Context: an optimization exercise on an open-source flow, tuned for small area and a short achievable clock period. The choices shown serve that exercise and are no tape-out recipe. In this exercise RTL edits were held to simulation tests only and were not proved equivalent to the original. Power is estimated from default activity; no workload was simulated.

## juniper
Design bowling, start of the top module:
module bowling(clock, reset, calculate_score, pin_count, roll, score);
==> flow/config.mk <==
export PLATFORM = sky130hd
export DESIGN_NAME = bowling
export DESIGN_NICKNAME = bowling
export VERILOG_FILES = /design/flow/design.v
export SDC_FILE = /design/flow/constraint.sdc
export NUM_CORES = 4
export LEC_CHECK = 0
export CAP_MARGIN = 20
export CORE_MARGIN = 2
export CORE_UTILIZATION = 40
export SETUP_SLACK_MARGIN = 2.7
export SLEW_MARGIN = 20
==> flow/constraint.sdc <==
create_clock -name core_clock -period 5.0 [get_ports {clock}]
set_input_delay 1.0000 -clock core_clock [delete_from_list [all_inputs] [get_ports {clock}]]
set_output_delay 1.0000 -clock core_clock [all_outputs]
set_load 0.01 [all_outputs]
run.sh (not shown) runs the stock make flow with config.mk's settings and CLKGATE_MAP_FILE= SYNTH_SCRIPT=/design/flow/synth_recipe.tcl, a recipe that flattens the netlist after the stock synthesis.
--- input diff juniper..violet ---
diff --git a/flow/config.mk b/flow/config.mk
--- a/flow/config.mk
+++ b/flow/config.mk
@@ -9,4 +9,4 @@
 export CORE_MARGIN = 2
 export CORE_UTILIZATION = 40
-export SETUP_SLACK_MARGIN = 2.7
+export SETUP_SLACK_MARGIN = 2.2
 export SLEW_MARGIN = 20
Findings:
- Between juniper and violet, the post-detailed-route count of antenna-violating nets figures differ only marginally.
- Between juniper and violet, the worst hold slack does not differ in any meaningful way.
- Re multi-input combinational cell area: violet is 4.6% down on juniper.
- [compare] base=juniper new=violet: count of final hold-check violations closely matched the old numbers; final-layout non-clock buffer area share fell by 2.1 points; routed wire length down about 7%.
- In violet the utilization after layout turned out 2.1 points lower than in juniper.
Setup changes, violet to amber
diff --git a/flow/config.mk b/flow/config.mk
--- a/flow/config.mk
+++ b/flow/config.mk
@@ -9,4 +9,3 @@
 export CORE_MARGIN = 2
 export CORE_UTILIZATION = 40
-export SETUP_SLACK_MARGIN = 2.2
 export SLEW_MARGIN = 20
Results
There was hardly any difference in via count normalized by instance count between violet and amber. When the final numbers for amber and violet were put side by side, the worst setup slack for register-to-register paths turned out to be greater in violet. Diff violet -> amber: final critical-path setup slack has decreased; met2 demand-to-capacity share in global routing has decreased; overall power of the completed layout has decreased; fraction of the cycle the final worst path needs has increased. Number of standard cells in the final layout excluding fillers in amber is 0.47% lower than in violet. Compare amber and violet | shortest clock period the worst path allows after layout higher: amber. Taking violet as the reference point, the worst-case reg-to-reg path depth of amber rises by 1. Area added between synthesis and finish for amber: 0.78 points down relative to violet.

* * *

== run A ==
The RTL this note starts from:
==> flow/design.v <==
module bowling(clock, reset, calculate_score, pin_count, roll, score);
input clock;
input reset;
input calculate_score;
input [3:0] pin_count;
input roll;
output [8:0] score;
reg [8:0] score;
reg [3:0] e [0:10];
reg [3:0] o [0:10];
reg [4:0] diff;           
reg ph;                   
reg [4:0] s01;            
reg st;                   
wire [3:0] a = ph ? o[0] : e[0];
wire [3:0] b = ph ? e[0] : o[0];
wire [3:0] c = ph ? o[1] : e[1];
wire [3:0] d = ph ? e[1] : o[1];
wire bon = st || (s01 == 5'd10);
wire [8:0] score_next = score + s01 + (bon ? c : 4'd0);
wire calc = calculate_score && !roll;
wire shift_e = calc && !(ph && st);
wire shift_o = calc && !(!ph && st);
wire wr_o = roll && (ph ^ diff[0]);
wire wr_e = roll && !(ph ^ diff[0]);
wire head = (diff[4:1] == 4'd0);
wire [4:0] s01_r = pin_count + (diff[0] ? a : b);
wire st_r = diff[0] ? st : (pin_count == 4'd10);
wire [3:0] a_c = st ? b : c;
wire [4:0] s01_c = c + (st ? b : d);
wire st_c = (a_c == 4'd10);
wire [4:0] diff_n = diff + (roll ? 5'd1 : {4'hf, st});
integer i;
reg we, wo;
always @(posedge clock) begin
   for (i = 0; i < 11; i = i + 1) begin
      we = wr_e && (diff[4:1] == i);
      wo = wr_o && (diff[4:1] == i);
      e[i] <= ({4{we}} & pin_count)
            | ({4{shift_e}} & ((i < 10) ? e[i+1] : e[i]))
            | ({4{!we && !shift_e}} & e[i]);
      o[i] <= ({4{wo}} & pin_count)
            | ({4{shift_o}} & ((i < 10) ? o[i+1] : o[i]))
            | ({4{!wo && !shift_o}} & o[i]);
   end
end
wire up_r = roll && head;
wire up_c = calc;
always @(posedge clock) begin
   s01 <= ({5{up_r}} & s01_r) | ({5{up_c}} & s01_c) | ({5{!up_r && !up_c}} & s01);
   st <= (up_r & st_r) | (up_c & st_c) | (!up_r && !up_c && st);
end
always @(posedge clock) begin
   if (reset) begin
      score <= 0;
      diff <= 0;
      ph <= 0;
   end
   else if (roll || calculate_score) begin
      diff <= diff_n;
      if (!roll) begin
         score <= score_next;
         ph <= ph ^ st;
      end
   end
end
endmodule
clock: 5.0 ns
lec_check: 0
cap_margin: 20
core_margin: 2
core_utilization: 40
setup_slack_margin: 2.3
slew_margin: 20
standard.sh (not shown) runs the stock make flow with config.mk's settings and CLKGATE_MAP_FILE= SYNTH_SCRIPT=/design/flow/synth_recipe.tcl, a recipe that flattens the netlist after the stock synthesis.
==> flow/flow/run.sh <==
#!/bin/bash
# The standard layout (standard.sh) with two changes: each port is buffered
# by buf_2 rather than the cell buffer_ports picks by default, and clock tree
# synthesis inserts no dummy loads. ORFS keeps each step's log under
# orfs/logs; make's own output goes to make.log.
set -euo pipefail
export BUFFER_PORTS_ARGS="-buffer_cell sky130_fd_sc_hd__buf_2"
export CTS_ARGS="-sink_clustering_enable -repair_clock_nets -buf_list {sky130_fd_sc_hd__clkbuf_4 sky130_fd_sc_hd__clkbuf_8} -dont_use_dummy_load"
bash standard.sh > make.log 2>&1
Run A reached the end of the flow, and the finished layout is clean on the timing, DRC and antenna checks.
## Diff of input files: run B against run A
diff --git a/flow/config.mk b/flow/config.mk
--- a/flow/config.mk
+++ b/flow/config.mk
@@ -11 +11 @@
-export SETUP_SLACK_MARGIN = 2.3
+export SETUP_SLACK_MARGIN = 2.4
Results
The design area was comparable across run A and run B.
Compare run A and run B | critical path arrival higher: run A
Changes observed in run B relative to run A: utilization held steady; number of logic inverters in the finished layout held steady; number of global-route vias before repair now smaller.
Here is what was changed in the inputs of run C compared with run B.
diff --git a/flow/config.mk b/flow/config.mk
--- a/flow/config.mk
+++ b/flow/config.mk
@@ -10,0 +11 @@
+export GPL_TIMING_DRIVEN = 0
Going from run B to run C, number of vias after detailed routing picked up an extra 237, internal power contribution has increased. Compared with run B, run C is the more power-hungry design.
Inputs modified between run C and run D:
diff --git a/flow/config.mk b/flow/config.mk
--- a/flow/config.mk
+++ b/flow/config.mk
@@ -11,2 +11 @@
-export GPL_TIMING_DRIVEN = 0
-export SETUP_SLACK_MARGIN = 2.4
+export SETUP_SLACK_MARGIN = 2.5
==> run summary <==
- Run D | status: complete | timing, DRC, antenna: pass
- Sequential cell fraction of total power: run D and run C compared, higher one is run C
- Fraction of standard cell area that is sequential in run D is 0.43 points above run C.
- Comparing the two runs side by side, run D comes out ahead of run C on final wirelength.
- Looking at HPWL reported at the end of detailed placement, run D sits 13% below run C.
- Taking run C as the reference, in run D internal power up about 0.8%; maximum operating frequency picked up an extra 4.0%.
- Final cell area: run D below run C
- Clock latency on the worst-skew pair: run D vs run C — no meaningful difference
- Run C consumes less power than run D.
- Run D vs. run C: clock-pin slew on the worst setup and hold paths held, portion of total power attributed to the clock network increased by 0.2 points relative to the old numbers.
Modified inputs, run E compared to run D
diff --git a/flow/config.mk b/flow/config.mk
--- a/flow/config.mk
+++ b/flow/config.mk
@@ -11 +11 @@
-export SETUP_SLACK_MARGIN = 2.5
+export SETUP_SLACK_MARGIN = 2.45
## What came out
Run E against run D: time the worst path needs with I/O delays and setup lost 0.015 ns; global-route usage over all layers has decreased; total internal power down 1.4%.
Run E can be clocked faster than run D.
On fraction of area in multi-input gates, run D tracks run E almost exactly.
Looking at setup slack, run E sits 0.015 ns above run D.
Cell count after placement delta (run E -> run D): insignificant

* * *

run 1:
bowling, a different RTL version from the one above (not shown whole).
Size: roughly 17 I/O pins, ~0.0054 sq mm of cells after synthesis.
clock: 5.0 ns
lec_check: 0
cap_margin: 20
core_margin: 2
core_utilization: 40
cts_buf_list: sky130_fd_sc_hd__clkbuf_4 sky130_fd_sc_hd__clkbuf_8
setup_slack_margin: 2.5
slew_margin: 20
run.sh (not shown) runs the stock make flow with config.mk's settings and CLKGATE_MAP_FILE= SYNTH_SCRIPT=/design/flow/synth_recipe.tcl, a recipe that flattens the netlist after the stock synthesis.
Stock flow here: none of the scripts above is used.
Run 1 ran to completion and came out clean on the timing, DRC and antenna checks.
Relative to run 1, the following input files were edited for run 2:
# run 1
export LEC_CHECK = 0
export CAP_MARGIN = 20
export CORE_MARGIN = 2
export CORE_UTILIZATION = 40
export CTS_BUF_LIST = sky130_fd_sc_hd__clkbuf_4 sky130_fd_sc_hd__clkbuf_8
export SETUP_SLACK_MARGIN = 2.5
export SLEW_MARGIN = 20
create_clock -name core_clock -period 5.0 [get_ports {clock}]
# run 2
export LEC_CHECK = 0
export CAP_MARGIN = 20
export CORE_MARGIN = 2
export CORE_UTILIZATION = 60
export CTS_BUF_LIST = sky130_fd_sc_hd__clkbuf_4 sky130_fd_sc_hd__clkbuf_8
export SETUP_SLACK_MARGIN = 2.5
export SLEW_MARGIN = 20
create_clock -name core_clock -period 5.0 [get_ports {clock}]
--- outcome ---
Against run 1, final design instance area without fill in run 2 rose slightly. Net total in the final layout, run 2 vs run 1: up slightly. On maximum frequency: between run 1 and run 2, it ends up lower for run 1.
Modified inputs, run 3 compared to run 2
# run 2
export LEC_CHECK = 0
export CAP_MARGIN = 20
export CORE_MARGIN = 2
export CORE_UTILIZATION = 60
export CTS_BUF_LIST = sky130_fd_sc_hd__clkbuf_4 sky130_fd_sc_hd__clkbuf_8
export SETUP_SLACK_MARGIN = 2.5
export SLEW_MARGIN = 20
create_clock -name core_clock -period 5.0 [get_ports {clock}]
# run 3
export LEC_CHECK = 0
export CAP_MARGIN = 20
export CORE_MARGIN = 2
export CORE_UTILIZATION = 40
export SETUP_SLACK_MARGIN = 2.5
export SLEW_MARGIN = 20
create_clock -name core_clock -period 5.0 [get_ports {clock}]
==> run summary <==
- Run 3 ends up with a number of clock buffer instances in the layout that is 4 higher than in run 2.
- Final RePlAce weighted congestion, run 2 and run 3: lower on run 3
- Diff run 2 and run 3: worst-case setup margin in the final layout higher in run 2
diff inputs: run 3 => run 4
# run 3
export LEC_CHECK = 0
export CAP_MARGIN = 20
export CORE_MARGIN = 2
export CORE_UTILIZATION = 40
export SETUP_SLACK_MARGIN = 2.5
export SLEW_MARGIN = 20
create_clock -name core_clock -period 5.0 [get_ports {clock}]
# run 4
export LEC_CHECK = 0
export CAP_MARGIN = 20
export CORE_MARGIN = 2
export CORE_UTILIZATION = 40
export SETUP_SLACK_MARGIN = 2.4
export SLEW_MARGIN = 20
create_clock -name core_clock -period 5.0 [get_ports {clock}]
==> flow/flow/run.sh (new file) <==
#!/bin/bash
# The standard layout (standard.sh) with two changes: each port is buffered
# by buf_2 rather than the cell buffer_ports picks by default, and clock tree
# synthesis inserts no dummy loads. ORFS keeps each step's log under
# orfs/logs; make's own output goes to make.log.
set -euo pipefail
export BUFFER_PORTS_ARGS="-buffer_cell sky130_fd_sc_hd__buf_2"
export CTS_ARGS="-sink_clustering_enable -repair_clock_nets -buf_list {sky130_fd_sc_hd__clkbuf_4 sky130_fd_sc_hd__clkbuf_8} -dont_use_dummy_load"
bash standard.sh > make.log 2>&1
==> flow/standard.sh (new file) <==
#!/bin/bash
# synth_recipe.tcl (not shown) runs the flow's synth.tcl, then flattens the netlist and writes it again
# the make line also repeats each setting of config.mk as NAME=value (left out here)
make -C /OpenROAD-flow-scripts/flow DESIGN_CONFIG=/design/flow/config.mk WORK_HOME=/design/flow/orfs CLKGATE_MAP_FILE= SYNTH_SCRIPT=/design/flow/synth_recipe.tcl "${@:-finish}"
removed: flow/run.sh
Results
Run 4 was carried through to the last stage, and its layout satisfied the timing, DRC and antenna checks. Xor/xnor share of the synthesized area essentially unchanged between run 3 and run 4. The clock network power share reported for run 4 is smaller than that of run 3 by 7.7 points. Relative to run 3, run 4 improves total chip power. Worst setup slack after layout was lower in run 3 than in run 4. In terms of headroom to the max-slew limit, run 4 and run 3 differ only marginally.

-- static timing again, ports no longer ideal --
In the flow no input, the clock included, has a driving cell. The finished layouts below were timed again as built, in two steps. Step 1 sets driving cells, clkbuf_16 on the clock port and buf_2 on the other inputs (assumed; they add their load-dependent delay and slew). Step 2 also shifts input and output timing later by t, the mid clock arrival at the registers, as if the neighbouring blocks saw the same clock. Three values: no drivers, after step 1, after step 2; two values: the first two.
| run | t (ns) | setup WS [ns] | worst slew at a driven data input, ns | pins driven straight from the clock port |
|---|---|---|---|---|
| juniper | 0.460 | 2.474 / 2.474 / 2.080 | 0.05 | 1 |
| violet | 0.459 | 2.269 / 2.290 / 1.831 | 0.04 | 1 |
| amber | 0.460 | 1.963 / 1.979 / 1.519 | 0.04 | 1 |
| run A | 0.413 | 2.311 / 2.311 / 2.070 | 0.03 | 1 |
| run B | 0.409 | 2.404 / 2.404 / 2.111 | 0.03 | 1 |
| run C | 0.408 | 2.288 / 2.288 / 2.146 | 0.03 | 1 |
| run D | 0.414 | 2.392 / 2.392 / 2.149 | 0.03 | 1 |
| run E | 0.407 | 2.407 / 2.407 / 2.126 | 0.03 | 1 |
| run 1 | 0.420 | 2.270 / 2.270 / 2.066 | 0.04 | 1 |
| run 2 | 0.421 | 2.290 / 2.290 / 2.112 | 0.04 | 1 |
| run 3 | 0.390 | 2.268 / 2.268 / 2.078 | 0.04 | 1 |
| run 4 | 0.411 | 2.313 / 2.313 / 2.078 | 0.04 | 1 |
After both steps setup and hold are still met in every run listed. The setup slack of amber, which loses most, moves by +0.016 ns with the drivers and by -0.444 ns with both steps.
